This design comes from an exercise in tuning for small area, a short achievable clock period and few clock cycles on the open sky130 flow, not from production work.
RTL that was checked went through simulation tests only; none was proved equivalent to the original.
Power is estimated from default activity; no workload was simulated.

==> inputs of run a <==
==> flow/design.v (excerpt) <==
module booth_multiplier(clk, reset_n, multiplier, multiplicand, op_start, op_clear, op_done, result);
	input clk, reset_n, op_start, op_clear;
	input [63:0] multiplier, multiplicand;
	output op_done;
	output [127:0] result;
	reg run, done;
	reg [3:0] cnt;
	reg [3:0] one, two, neg;  
	reg [65:0] S, C;         
	reg [7:0] L0, L1;       
	reg lc;                    
	reg [63:0] rlo;            
	assign op_done = done;
	assign result = {S[63:0], rlo};
	wire last = (cnt == 4'd8);
	wire step = run & ~last;
	always @(posedge clk or negedge reset_n) begin
		if (!reset_n) begin
			run <= 1'b0;
			done <= 1'b0;
		end else if (op_clear) begin
			run <= 1'b0;
			done <= 1'b0;
		end else if (!run) begin
			run <= op_start;
		end else if (last) begin
			done <= 1'b1;
		end
	end
	wire [3:0] m = run ? cnt + 4'd1 : 4'd0;
	wire [64:0] bx = {{0{multiplier[63]}}, multiplier, 1'b0};
	reg [8:0] chunk;
	integer i;
	always @(*) begin
		chunk = 9'd0;
		for (i = 0; i < 8; i = i + 1)
			if (m == i) chunk = bx[8*i +: 9];
	end
	reg [3:0] one_n, two_n, neg_n;
	always @(*) begin
		for (i = 0; i < 4; i = i + 1) begin
			one_n[i] = chunk[2*i+1] ^ chunk[2*i];
			two_n[i] = (chunk[2*i+2] & ~chunk[2*i+1] & ~chunk[2*i]) | (~chunk[2*i+2] & chunk[2*i+1] & chunk[2*i]);
			neg_n[i] = chunk[2*i+2];
		end
	end
	wire [64:0] ae = {multiplicand[63], multiplicand};
	wire [65:0] ae1 = {multiplicand[63], multiplicand, 1'b0};
	wire [65:0] pp0;
	assign pp0[64:0] = (({65{one[0]}} & ae) | ({65{two[0]}} & ae1[64:0])) ^ {65{neg[0]}};
	assign pp0[65] = ~pp0[64];
	wire [65:0] pp1;
	assign pp1[64:0] = (({65{one[1]}} & ae) | ({65{two[1]}} & ae1[64:0])) ^ {65{neg[1]}};
	assign pp1[65] = ~pp1[64];
	wire [65:0] pp2;
	assign pp2[64:0] = (({65{one[2]}} & ae) | ({65{two[2]}} & ae1[64:0])) ^ {65{neg[2]}};
	assign pp2[65] = ~pp2[64];
	wire [65:0] pp3;
	assign pp3[64:0] = (({65{one[3]}} & ae) | ({65{two[3]}} & ae1[64:0])) ^ {65{neg[3]}};
	assign pp3[65] = ~pp3[64];
	wire fs0, fc0;
	bm_fa u_fa0(.a(neg[0]), .b(S[0]), .c(C[0]), .s(fs0), .co(fc0));
	wire fs1, fc1;
	bm_fa u_fa1(.a(S[1]), .b(C[1]), .c(pp0[1]), .s(fs1), .co(fc1));
	wire fs2, fc2;
	bm_fa u_fa2(.a(neg[1]), .b(S[2]), .c(C[2]), .s(fs2), .co(fc2));
	wire fs3, fc3;
  ...
export LEC_CHECK = 0
export ABC_CLOCK_PERIOD_IN_PS = 2500
export CAP_MARGIN = 20
export CORE_MARGIN = 2
export CORE_UTILIZATION = 45
export PLACE_DENSITY = 0.6
export SETUP_SLACK_MARGIN = 2.5
export SLEW_MARGIN = 20
export SYNTH_HIERARCHICAL = 1
create_clock -name core_clock -period 5.5 [get_ports {clk}]
standard.sh (not shown) runs the stock make flow with config.mk's settings and CLKGATE_MAP_FILE= SYNTH_SCRIPT=/design/flow/synth_recipe.tcl, a recipe that flattens the netlist after the stock synthesis.
==> flow/flow/run.sh <==
#!/bin/bash
# The standard synthesis and layout, with the port buffers the standard flow's flow adds made from
# sky130_fd_sc_hd__buf_1 instead of the cell buffer_ports picks by itself.
set -euo pipefail
bash standard.sh synth > synth.log 2>&1
export BUFFER_PORTS_ARGS="-buffer_cell sky130_fd_sc_hd__buf_1"
bash standard.sh > layout.log 2>&1
==> run b (differences from run a) <==
--- a/flow/design.v
+++ b/flow/design.v
@@ -2,12 +2,13 @@
 	input clk, reset_n, op_start, op_clear;
 	input [63:0] multiplier, multiplicand;
 	output op_done;
 	output [127:0] result;
 	reg run, done;
 	reg [3:0] cnt;
+	reg [63:0] a;             
 	reg [3:0] one, two, neg;  
 	reg [65:0] S, C;         
 	reg [7:0] L0, L1;       
 	reg lc;                    
 	reg [63:0] rlo;            
 	assign op_done = done;
@@ -41,14 +42,14 @@
 		for (i = 0; i < 4; i = i + 1) begin
 			one_n[i] = chunk[2*i+1] ^ chunk[2*i];
 			two_n[i] = (chunk[2*i+2] & ~chunk[2*i+1] & ~chunk[2*i]) | (~chunk[2*i+2] & chunk[2*i+1] & chunk[2*i]);
 			neg_n[i] = chunk[2*i+2];
 		end
 	end
-	wire [64:0] ae = {multiplicand[63], multiplicand};
-	wire [65:0] ae1 = {multiplicand[63], multiplicand, 1'b0};
+	wire [64:0] ae = {a[63], a};
+	wire [65:0] ae1 = {a[63], a, 1'b0};
 	wire [65:0] pp0;
 	assign pp0[64:0] = (({65{one[0]}} & ae) | ({65{two[0]}} & ae1[64:0])) ^ {65{neg[0]}};
 	assign pp0[65] = ~pp0[64];
 	wire [65:0] pp1;
 	assign pp1[64:0] = (({65{one[1]}} & ae) | ({65{two[1]}} & ae1[64:0])) ^ {65{neg[1]}};
 	assign pp1[65] = ~pp1[64];
@@ -1303,12 +1304,13 @@
 	assign full[67] = ~(xp[67] ^ pg6_67_g);
 	assign full[68] = xp[68] ^ pg6_68_g;
 	assign full[69] = ~(xp[69] ^ pg6_69_g);
 	assign full[70] = ~(xp[70] ^ pg6_70_g);
 	assign full[71] = xp[71] ^ pg6_71_g;
 	always @(posedge clk) begin
+		a <= multiplicand;
 		one <= one_n;
 		two <= two_n;
 		neg <= neg_n;
 		cnt <= run ? cnt + {3'b0, ~last} : 4'd0;
 		if (step) begin
 			S <= tS[73:8];
==> flow/config.mk (replaced) <==
export PLATFORM = sky130hd
export DESIGN_NAME = booth_multiplier
export DESIGN_NICKNAME = booth_multiplier
export VERILOG_FILES = /design/flow/design.v
export SDC_FILE = /design/flow/constraint.sdc
export NUM_CORES = 4
export LEC_CHECK = 0
export ABC_CLOCK_PERIOD_IN_PS = 2500
export CAP_MARGIN = 20
export CORE_MARGIN = 2
export CORE_UTILIZATION = 50
export PLACE_DENSITY = 0.65
export SETUP_SLACK_MARGIN = 3.0
export SLEW_MARGIN = 20
export SYNTH_HIERARCHICAL = 1
==> notes.md <==
Between run a and run b, the lower maximum frequency is in run a (gap 4.6%, measured against run b). Of run b and run a, run b has the higher sequential share of layout area (gap 1.5 points). Between run b and run a, the lower sequential power is in run a (gap about 23%, measured against run a). Against run b, the via count of run a is smaller by 8.0%. Clock skew: run a is higher than run b (0.033 ns). Against run a, the global-route usage of run b is higher by 4.4 points. Of run b and run a, run b has the higher sequential cell count (gap 64). Against run b, the final cell count of run a is smaller by 3.3%. Against run b, the first-iteration DRC count of run a is lower by 22%. Of run b and run a, run b has the higher wire length (gap 13%, measured against run a).
==> figures <==
| quantity | run a | run b |
|---|---|---|
| Footprint of the multi-input gates | 15980 um2 | 17930 um2 |
| Met1 Usage GRT | 35.31% | 39.41% |
| Max Freq | 336.5 MHz | 352.8 MHz |
| Clock Latency Late Sink | 0.60 ns | 0.57 ns |
| Clock tree cell share of total cell area | 3.904% | 4.117% |
| Seq area share | 20.89% | 22.36% |
| Area share of and/or/nand/nor cells after synthesis | 7.738% | 7.322% |
| Mux cell area share after synthesis | 0.6500% | 0.6150% |
| Post-route worst setup slack | 2.528 ns | 2.666 ns |
| Instance count on the critical path | 7 | 8 |
| Hpwl dp | 48760 um | 48560 um |
| Drt pass-1 iters | 8 | 5 |
| Leak pwr | 9.535 nW | 10.97 nW |
| Area added between synthesis and finish | 11.85% | 25.39% |
| Outcome | finished clean | finished clean |
| Slowest cell delay on critical path | 0.52 ns | 0.55 ns |
| Slew @ Worst Pin | 1.088 ns | 1.152 ns |
| Non-clock buffer contribution to total cell area | 7.137% | 9.764% |
| CTS HTree Levels | 1 | 2 |
| Mapped Cells | 2265 | 2329 |
| Total Power | 14.87 mW | 17.28 mW |
Testbench counts of run a, summed over its fixed seeds: cycles 4,224.
Function not checked in run b: the RTL went through the layout flow alone.

separate check: timing with driven ports:
No port has a modelled driver above. Below, the same layouts with a new extraction and two added sets of constraints. Step 1 sets driving cells, clkbuf_16 on the clock port and buf_2 on the other inputs (assumed; they add their load-dependent delay and slew). Step 2 moves the port delays by t, midway between the first and last clock arrival at a register: inputs arrive t later, outputs are due t later. That takes back most of the time a late clock gives input paths. a / b / c = no drivers / after step 1 / after step 2; a / b = the first two.
| run | t (ns) | setup WS [ns] | cell pins on the clock port's net |
|---|---|---|---|
| run a | 0.637 | 2.528 / 2.540 / 1.904 | 1 |
| run b | 0.615 | 2.666 / 2.666 / 2.666 | 1 |
After both steps setup and hold are still met in every run listed. For run a, which loses most, drivers alone change the setup slack by +0.012 ns; drivers and shift together by -0.624 ns.
